What follows belongs to an exercise in optimizing a design on an open flow for small area, a short achievable clock period and few clock cycles per item; a production flow would make more cautious choices.
At most, simulation tests tie the RTL to the original design; equivalence was not proved.

==> inputs of trial 78 <==
==> flow/design.v (excerpt) <==
module cnn_top (
    clk,
    rst_n,
    start,
    done,
    data_bram_wen, data_bram_addr, data_bram_din,
    weight_bram_wen, weight_bram_addr, weight_bram_din,
    feature_bram_wen, feature_bram_addr, feature_bram_din,
    dense_w_bram_wen, dense_w_bram_addr, dense_w_bram_din,
    final_class_out
);
==> flow/config.mk <==
export PLATFORM = sky130hd
export DESIGN_NAME = cnn_top
export DESIGN_NICKNAME = cnn_top
export VERILOG_FILES = /design/flow/design.v
export SDC_FILE = /design/flow/constraint.sdc
export NUM_CORES = 4
export LEC_CHECK = 0
export CAP_MARGIN = 20
export CORE_MARGIN = 2
export CORE_UTILIZATION = 40
export PLACE_DENSITY = 0.6
export SLEW_MARGIN = 20
==> flow/constraint.sdc <==
create_clock -name core_clock -period 7.0 [get_ports {clk}]
set_input_delay 1.4000 -clock core_clock [delete_from_list [all_inputs] [get_ports {clk}]]
set_output_delay 1.4000 -clock core_clock [all_outputs]
set_load 0.01 [all_outputs]
run.sh (not shown) runs the stock make flow with config.mk's settings and CLKGATE_MAP_FILE= SYNTH_SCRIPT=/design/flow/synth_recipe.tcl, a recipe that flattens the netlist after the stock synthesis.
==> inputs of build 85, as changes to trial 78 <==
ABC_CLOCK_PERIOD_IN_PS = 2800   (was unset)
SETUP_SLACK_MARGIN = 4.0   (was unset)
==> comparison table <==
Post-route cell area: build 85 0.0383 mm2; trial 78 0.0341 mm2
Worst R2R Setup Slack: build 85 3.38 ns; trial 78 2.57 ns
Synth-to-Final Area Change: build 85 23.1%; trial 78 9.75%
Run status: build 85 finished clean; trial 78 finished clean
Fraction of standard cell area that is sequential: build 85 0.289; trial 78 0.321
Fin Clk Skew: build 85 0.0391 ns; trial 78 0.0507 ns
Post-cts resize count: build 85 374; trial 78 0
Fraction of area in multi-input gates: build 85 0.502; trial 78 0.522
Critical path depth: build 85 8; trial 78 9
Number of clock buffers in the layout: build 85 66; trial 78 61
Total vias in the final route: build 85 22400; trial 78 21000
Final critical-path required period: build 85 3.62 ns; trial 78 4.43 ns
No run of this note included a check of the RTL's function; only the layout flow was run.


==> build 6 <==
Another version of the RTL of cnn_top (not shown whole).
==> module cnn_top, before the edit <==
module cnn_top (
    clk,
    rst_n,
    start,
    done,
    data_bram_wen, data_bram_addr, data_bram_din,
    weight_bram_wen, weight_bram_addr, weight_bram_din,
    feature_bram_wen, feature_bram_addr, feature_bram_din,
    dense_w_bram_wen, dense_w_bram_addr, dense_w_bram_din,
    final_class_out
);
    input             clk;
    input             rst_n;
    input             start;
    output reg        done;
    input             data_bram_wen;
    input      [3:0]  data_bram_addr;
    input      [7:0]  data_bram_din;
    input             weight_bram_wen;
    input      [3:0]  weight_bram_addr;
    input      [7:0]  weight_bram_din;
    input             feature_bram_wen;
    input      [4:0]  feature_bram_addr;
    input      [23:0] feature_bram_din;
    input             dense_w_bram_wen;
    input      [4:0]  dense_w_bram_addr;
    input      [7:0]  dense_w_bram_din;
    output reg [1:0]  final_class_out;
    reg [3:0] cnt;                  
    wire busy = (cnt != 4'd0);
    always @(posedge clk or negedge rst_n) begin
        if (!rst_n) begin
            cnt  <= 4'd0;
            done <= 1'b0;
        end else begin
            if (!busy)
                cnt <= start ? 4'd1 : 4'd0;
            else
                cnt <= (cnt == 4'd10) ? 4'd0 : cnt + 4'd1;
            done <= (cnt == 4'd9);
        end
    end
    wire rot_x = busy && (cnt <= 4'd8);
    function [11:0] benc8;
        input [7:0] v;
        reg [8:0] b;
        integer j;
        begin
            b = {v, 1'b0};
            for (j = 0; j < 4; j = j + 1) begin
                benc8[3*j]   = b[2*j+1] ^ b[2*j];
                benc8[3*j+1] = (b[2*j+2] & ~b[2*j+1] & ~b[2*j]) |
                               (~b[2*j+2] & b[2*j+1] & b[2*j]);
                benc8[3*j+2] = b[2*j+2];
            end
        end
    endfunction
    reg [7:0] x [0:7];
    reg [11:0] k [0:2];             
    reg [7:0] w0 [0:5];
    reg [7:0] w1 [0:5];
    reg [7:0] w2 [0:5];
    integer i;
    always @(posedge clk) begin
        for (i = 0; i < 8; i = i + 1)
            if (data_bram_wen && data_bram_addr == i)
                x[i] <= data_bram_din;
            else if (rot_x)
                x[i] <= x[(i + 1) % 8];
        for (i = 0; i < 3; i = i + 1)
            if (weight_bram_wen && weight_bram_addr == i)
                k[i] <= benc8(weight_bram_din);
        for (i = 0; i < 6; i = i + 1) begin
            if (dense_w_bram_wen && dense_w_bram_addr == i)
                w0[i] <= dense_w_bram_din;
            if (dense_w_bram_wen && dense_w_bram_addr == i + 6)
                w1[i] <= dense_w_bram_din;
            if (dense_w_bram_wen && dense_w_bram_addr == i + 12)
                w2[i] <= dense_w_bram_din;
        end
    end
    localparam C1_W = 61;           
    wire [C1_W-1:0] c1;
    reg  [C1_W-1:0] c1_q;
    wire [15:0] feat_d;
    reg  [15:0] feat;
    conv_s1 u_c1 (.x0(x[0]), .x1(x[1]), .x2(x[2]),
                  .k0(k[0]), .k1(k[1]), .k2(k[2]), .r(c1));
    conv_s2 u_c2 (.r(c1_q), .feat(feat_d));
    always @(posedge clk) begin
        c1_q <= c1;
        feat <= feat_d;
    end
    reg [5:0] wsel;                 
    always @(posedge clk)
        for (i = 0; i < 6; i = i + 1)
            wsel[i] <= (cnt == i);
    reg [7:0] a0, a1, a2;
    always @(posedge clk) begin : colsel
        reg [7:0] m0, m1, m2;
        m0 = 8'd0; m1 = 8'd0; m2 = 8'd0;
        for (i = 0; i < 6; i = i + 1) begin
            m0 = m0 | ({8{wsel[i]}} & w0[i]);
            m1 = m1 | ({8{wsel[i]}} & w1[i]);
            m2 = m2 | ({8{wsel[i]}} & w2[i]);
        end
        a0 <= m0; a1 <= m1; a2 <= m2;
    end
    wire [8:0] da = {a1[7], a1} - {a0[7], a0};
    wire [8:0] db = {a0[7], a0} - {a2[7], a2};
    function [14:0] benc;           
        input [8:0] v;
        reg [10:0] b;
        integer j;
        begin
            b = {v[8], v, 1'b0};
            for (j = 0; j < 5; j = j + 1) begin
                benc[3*j]   = b[2*j+1] ^ b[2*j];
                benc[3*j+1] = (b[2*j+2] & ~b[2*j+1] & ~b[2*j]) |
                              (~b[2*j+2] & b[2*j+1] & b[2*j]);
                benc[3*j+2] = b[2*j+2];
            end
        end
    endfunction
    reg [14:0] ea, eb;
    always @(posedge clk) begin
        ea <= benc(da);
        eb <= benc(db);
    end
    reg  [27:0] s1, c1a, s2, c2a;
    wire [27:0] ns1, nc1, ns2, nc2;
    reg first;                      
    always @(posedge clk)
        first <= (cnt == 4'd2);
    dense_mac #(.INIT(-1)) u_d1 (.f(feat), .de(ea), .first(first), .as(s1), .ac(c1a), .ns(ns1), .nc(nc1));
    dense_mac u_d2 (.f(feat), .de(eb), .first(first), .as(s2), .ac(c2a), .ns(ns2), .nc(nc2));
    always @(posedge clk) begin
        s1 <= ns1; c1a <= nc1;
        s2 <= ns2; c2a <= nc2;
    end
    wire [1:0] cls;
    final_cmp u_f (.s1(s1), .c1(c1a), .s2(s2), .c2(c2a), .cls(cls));
    always @(posedge clk)           
        final_class_out <= cls;
endmodule
clock: 7.0 ns
lec_check: 0
cap_margin: 20
core_margin: 2
core_utilization: 60
place_density: 0.75
setup_slack_margin: 4.0
slew_margin: 20
==> inputs of trial 81, as changes to build 6 <==
--- a/flow/design.v
+++ b/flow/design.v
@@ -393,4 +393,24 @@
   assign feat = sum[16] ? 16'd0 : sum[15:0];
 endmodule
+module conv_pipe (
+    input clk,
+    input [7:0] x0,
+    input [7:0] x1,
+    input [7:0] x2,
+    input [11:0] k0,
+    input [11:0] k1,
+    input [11:0] k2,
+    output reg [15:0] feat
+);
+  wire [60:0] r;
+  reg [60:0] r_q;
+  wire [15:0] feat_d;
+  conv_s1 u_s1 (.x0(x0), .x1(x1), .x2(x2), .k0(k0), .k1(k1), .k2(k2), .r(r));
+  conv_s2 u_s2 (.r(r_q), .feat(feat_d));
+  always @(posedge clk) begin
+    r_q <= r;
+    feat <= feat_d;
+  end
+endmodule
 module final_cmp (
     input [27:0] s1,
@@ -950,16 +970,7 @@
         end
     end
-    localparam C1_W = 61;           
-    wire [C1_W-1:0] c1;
-    reg  [C1_W-1:0] c1_q;
-    wire [15:0] feat_d;
-    reg  [15:0] feat;
-    conv_s1 u_c1 (.x0(x[0]), .x1(x[1]), .x2(x[2]),
-                  .k0(k[0]), .k1(k[1]), .k2(k[2]), .r(c1));
-    conv_s2 u_c2 (.r(c1_q), .feat(feat_d));
-    always @(posedge clk) begin
-        c1_q <= c1;
-        feat <= feat_d;
-    end
+    wire [15:0] feat;
+    conv_pipe u_conv (.clk(clk), .x0(x[0]), .x1(x[1]), .x2(x[2]),
+                      .k0(k[0]), .k1(k[1]), .k2(k[2]), .feat(feat));
     reg [5:0] wsel;                 
     always @(posedge clk)
==> comparison table <==
item                                                         trial 81             build 6
Crit path buf inv count                                             3                   2
Final std cell area, no fill                                35100 µm²           35300 µm²
Startpoint of the most critical setup path      u_conv.r_q[6]$_DFF_P_      s1[26]$_DFF_P_
Syn. warnings                                                      12                  11
Worst Hold Launch                                  w0[2][4]$_DFFE_PP_  w0[2][3]$_DFFE_PP_
Placer's final routability congestion estimate                  0.905               0.916
Worst Hold Slack                                             0.466 ns            0.475 ns
Metal-1 WL                                                   29000 µm            28300 µm
Worst setup skew after layout                               0.0533 ns           0.0378 ns
R2R Path Start                                  u_conv.r_q[6]$_DFF_P_      s1[26]$_DFF_P_
Synthesized instance count                                       2827                2824
Data arrival, critical path                                   3.69 ns             3.78 ns
Result of the run                            timing/DRC/antenna clean  timing/DRC/antenna clean
Via density per instance                                         5.71                5.70
Number of clock buffers in the layout                              82                  69
Global routing met1 resource utilization                        0.341               0.326
Testbench counts of build 6, summed over its fixed seeds: cycles 5,760, inferences 320.
Function not checked in trial 81: the RTL went through the layout flow alone.


==> tundra <==
cnn_top, a different RTL version from the one above (not shown whole).
clock: 7.0 ns
lec_check: 0
cap_margin: 20
core_margin: 2
core_utilization: 70
cts_buf_list: sky130_fd_sc_hd__clkbuf_8
cts_cluster_diameter: 60
cts_cluster_size: 16
place_density: 0.82
setup_slack_margin: 3.8
slew_margin: 20
synth_hierarchical: 1
==> delta: changes against tundra <==
- CORE_UTILIZATION: 70 -> 60
- PLACE_DENSITY: 0.82 -> 0.75
- SETUP_SLACK_MARGIN: 3.8 -> 3.7
==> comparison table <==
End point of the critical path: delta c1a[17]; tundra final_class_out[1]
Data arrival time of the critical path: delta 3.75 ns; tundra 3.83 ns
Transition time at the pin with the least slew margin: delta 1.15 ns; tundra 1.15 ns
Die Y-Extent: delta 239 um; tundra 222 um
Placed Cells: delta 3033; tundra 2939
Hold Path Sink: delta a2[3]; tundra a0[3]
R2R Setup Slk: delta 3.80 ns; tundra 3.77 ns
Signal buffers share of area: delta 0.0181; tundra 0.0211
Routed met1 length: delta 28.3 mm; tundra 27.1 mm
Number of buffers inserted by post-CTS setup repair: delta 1; tundra 5
Post-layout net count: delta 2951; tundra 2963
Cts repair resizes: delta 10; tundra 21
Number of stages on the worst setup path: delta 6; tundra 10
Final setup skew: delta 0.0548 ns; tundra 0.0372 ns
Outcome: delta complete, no violations; tundra complete, no violations
Top layer reached by signal wires: delta met4; tundra met5
Proportion of cell area spent on the clock network: delta 0.0281; tundra 0.0268
1st-iter DRT viols: delta 1310; tundra 1548
Post-placement cell area: delta 32100 um^2; tundra 32000 um^2
Capture point of the worst reg-to-reg path: delta c1a[17]; tundra final_class_out[1]
Number of optimization iterations in the first detailed-route pass: delta 8; tundra 17
Initial antenna violation count: delta 1; tundra 0
Testbench counts of tundra, summed over its fixed seeds: cycles 5,760, inferences 320.
Testbench counts of delta, summed over its fixed seeds: cycles 5,760, inferences 320.


==> build 59: inputs <==
Starting RTL as in the previous note.
make LEC_CHECK=0 CAP_MARGIN=20 CORE_MARGIN=2 CORE_UTILIZATION=60 CTS_BUF_LIST=sky130_fd_sc_hd__clkbuf_8 CTS_CLUSTER_DIAMETER=60 CTS_CLUSTER_SIZE=16 PLACE_DENSITY=0.75 SETUP_SLACK_MARGIN=3.6 SLEW_MARGIN=20 SYNTH_HIERARCHICAL=1 finish   # period 7.0 ns
==> build 65 (differences from build 59) <==
--- a/flow/config.mk
+++ b/flow/config.mk
@@ -6,4 +6,5 @@
 export NUM_CORES = 4
 export LEC_CHECK = 0
+export ABC_AREA = 1
 export CAP_MARGIN = 20
 export CORE_MARGIN = 2
@@ -13,5 +14,5 @@
 export CTS_CLUSTER_SIZE = 16
 export PLACE_DENSITY = 0.75
-export SETUP_SLACK_MARGIN = 3.6
+export SETUP_SLACK_MARGIN = 3.8
 export SLEW_MARGIN = 20
 export SYNTH_HIERARCHICAL = 1
==> run notes <==
Die area: build 65 is higher than build 59 (about 8%).
In build 65 the first-iteration DRC count is larger than in build 59, by about 50%.
In build 65 the cell count is larger than in build 59, by 50%.
Global-route usage: build 59 is lower than build 65 (1.5 points).
In build 59 the non-clock buffer count is lower than in build 65, by 7.
Between build 59 and build 65, the lower clock skew is in build 65 (gap 0.0041 ns).
Against build 59, the worst setup slack of build 65 is better by 0.22 ns.
==> figures <==
Result of the run: build 59 timing/DRC/antenna clean; build 65 timing/DRC/antenna clean
Via count: build 59 18800; build 65 25300
Maximum number of pins on one net before global-route repair: build 59 61; build 65 55
Multi-input gate share of total cell area: build 59 55.5%; build 65 55.6%
Routing usage on met2: build 59 40.9%; build 65 43.1%
Post-Route Utilization: build 59 60.4%; build 65 60.3%
Max-Slew Margin vs Limit: build 59 23.5%; build 65 31.6%
Share of synthesized cell area in and, or, nand and nor gates: build 59 6.27%; build 65 26.5%
Bufs w/o clock: build 59 62; build 65 69
Share of the clock period used by the worst path after layout: build 59 47.1%; build 65 44.0%
Cell area after layout: build 59 0.0331 mm2; build 65 0.0356 mm2
Iteration-0 DRC count of the detailed router: build 59 1276; build 65 1944
Maximum operating frequency: build 59 0.303 GHz; build 65 0.324 GHz
Most repeated cell in the gate-level netlist after synthesis: build 59 sky130_fd_sc_hd__fa_1; build 65 sky130_fd_sc_hd__nand2_1
Cells after synthesis: build 59 2608; build 65 4115
Final net count: build 59 2951; build 65 4453
Footprint of the flip-flops and latches: build 59 0.0122 mm2; build 65 0.0122 mm2
Aggregate global-route resource usage: build 59 24.0%; build 65 25.6%
Time the final worst path needs with I/O delays and setup: build 59 3.30 ns; build 65 3.08 ns
Testbench counts of build 59, summed over its fixed seeds: cycles 5,760, inferences 320.
Testbench counts of build 65, summed over its fixed seeds: cycles 5,760, inferences 320.


==> inputs of try-nickel <==
Starting RTL as in the previous note.
clock: 7.0 ns
lec_check: 0
cap_margin: 20
core_margin: 2
core_utilization: 60
cts_buf_list: sky130_fd_sc_hd__clkbuf_8
cts_cluster_diameter: 60
cts_cluster_size: 16
place_density: 0.75
setup_slack_margin: 3.9
slew_margin: 20
synth_hierarchical: 1
==> try-yarrow: changes against try-nickel <==
--- a/flow/config.mk
+++ b/flow/config.mk
@@ -13,5 +13,5 @@
 export CTS_CLUSTER_SIZE = 16
 export PLACE_DENSITY = 0.75
-export SETUP_SLACK_MARGIN = 3.9
+export SETUP_SLACK_MARGIN = 3.4
 export SLEW_MARGIN = 20
 export SYNTH_HIERARCHICAL = 1
==> run notes <==
- try-nickel completed with no timing, DRC or antenna violations. try-yarrow ran to the end with no violations.
- Sequential share of layout area: try-nickel is lower than try-yarrow (0.82 points).
- Of try-yarrow and try-nickel, try-nickel has the higher global-route usage (gap 0.074 points).
- Cell count: try-yarrow is lower than try-nickel (about 3%).
- In try-nickel the cell area is higher than in try-yarrow, by 2.9%.
- Between try-nickel and try-yarrow, the lower first-iteration DRC count is in try-yarrow (gap 8.4%, measured against try-yarrow).
- Between try-nickel and try-yarrow, the lower non-clock buffer count is in try-yarrow (gap 94).
- Register-to-register slack: try-yarrow is worse than try-nickel (0.32 ns).
- Against try-yarrow, the hold slack of try-nickel is higher by 0.0039 ns.
- In sequential cell count, try-yarrow and try-nickel do not differ.
- Against try-yarrow, the worst setup slack of try-nickel is higher by 0.32 ns.
==> figures <==
quantity                                                                      try-yarrow               try-nickel
Outcome                                                          complete, no violations  complete, no violations
Met1 capacity usage during global routing                                         32.19%                   32.33%
Final period utilization                                                          49.64%                   45.05%
Fmax                                                                           287.8 MHz                317.1 MHz
Slack of the critical path                                                      3.525 ns                 3.847 ns
Critical path capture point                                                      c1a[11]       final_class_out[1]
Critical-path maximum fanout                                                          20                        3
Setup slack, reg-to-reg                                                          3.52 ns                  3.85 ns
Insertion delay of the later-clocked pin in the worst-skew pair                  0.70 ns                  0.69 ns
Data required time at the worst endpoint                                         7.54 ns                  7.60 ns
Sequential cell area                                                         12170 sq um              12240 sq um
First-iteration detailed-routing DRC count                                          1338                     1451
Layout net count                                                                    2950                     3044
Average detailed-routed wire length per instance                                21.38 um                 21.37 um
Total length of routed met3 wires                                                3584 um                  3775 um
Portion of the layout cell area used by clock cells                               2.818%                   2.739%
Vias in the first global route                                                     20060                    20090
Count of cells resized by post-cts repair                                              0                       38
Testbench counts of try-nickel, summed over its fixed seeds: cycles 5,760, inferences 320.
Testbench counts of try-yarrow, summed over its fixed seeds: cycles 5,760, inferences 320.

==> port drivers added, routing unchanged <==
In the flow no input, the clock included, has a driving cell. The finished layouts below were timed again as built, in two steps. Step 1, drivers: a clkbuf_16 drives clk and a buf_2 each remaining input, both assumed. Step 2 moves the port delays by t, midway between the first and last clock arrival at a register: inputs arrive t later, outputs are due t later. That takes back most of the time a late clock gives input paths. Slacks: no drivers / after step 1 / after step 2; pairs: no drivers / after step 1.
run | t, ns | slack for setup (ns) | hold slack, ns | worst data-port slew with drivers (ns)
trial 78 | 0.668 | 2.568 / 2.568 / 2.568 | 0.516 / 0.516 / 0.516 | 0.05
build 85 | 0.663 | 3.378 / 3.378 / 3.378 | 0.512 / 0.512 / 0.512 | 0.05
build 6 | 0.673 | 3.738 / 3.738 / 3.498 | 0.475 / 0.475 / 0.475 | 0.04
trial 81 | 0.666 | 3.778 / 3.778 / 3.466 | 0.466 / 0.466 / 0.466 | 0.05
tundra | 0.715 | 3.767 / 3.767 / 3.412 | 0.472 / 0.472 / 0.472 | 0.05
delta | 0.727 | 3.797 / 3.797 / 3.395 | 0.470 / 0.470 / 0.470 | 0.04
build 59 | 0.728 | 3.701 / 3.701 / 3.384 | 0.469 / 0.469 / 0.469 | 0.04
build 65 | 0.720 | 3.917 / 3.917 / 3.606 | 0.448 / 0.448 / 0.448 | 0.04
try-nickel | 0.724 | 3.847 / 3.847 / 3.339 | 0.474 / 0.474 / 0.474 | 0.04
try-yarrow | 0.726 | 3.525 / 3.525 / 3.404 | 0.470 / 0.470 / 0.470 | 0.04
After both steps every run listed still meets setup and hold. For try-nickel, which loses most, drivers alone change the setup slack by 0.000 ns; drivers and shift together by -0.508 ns.
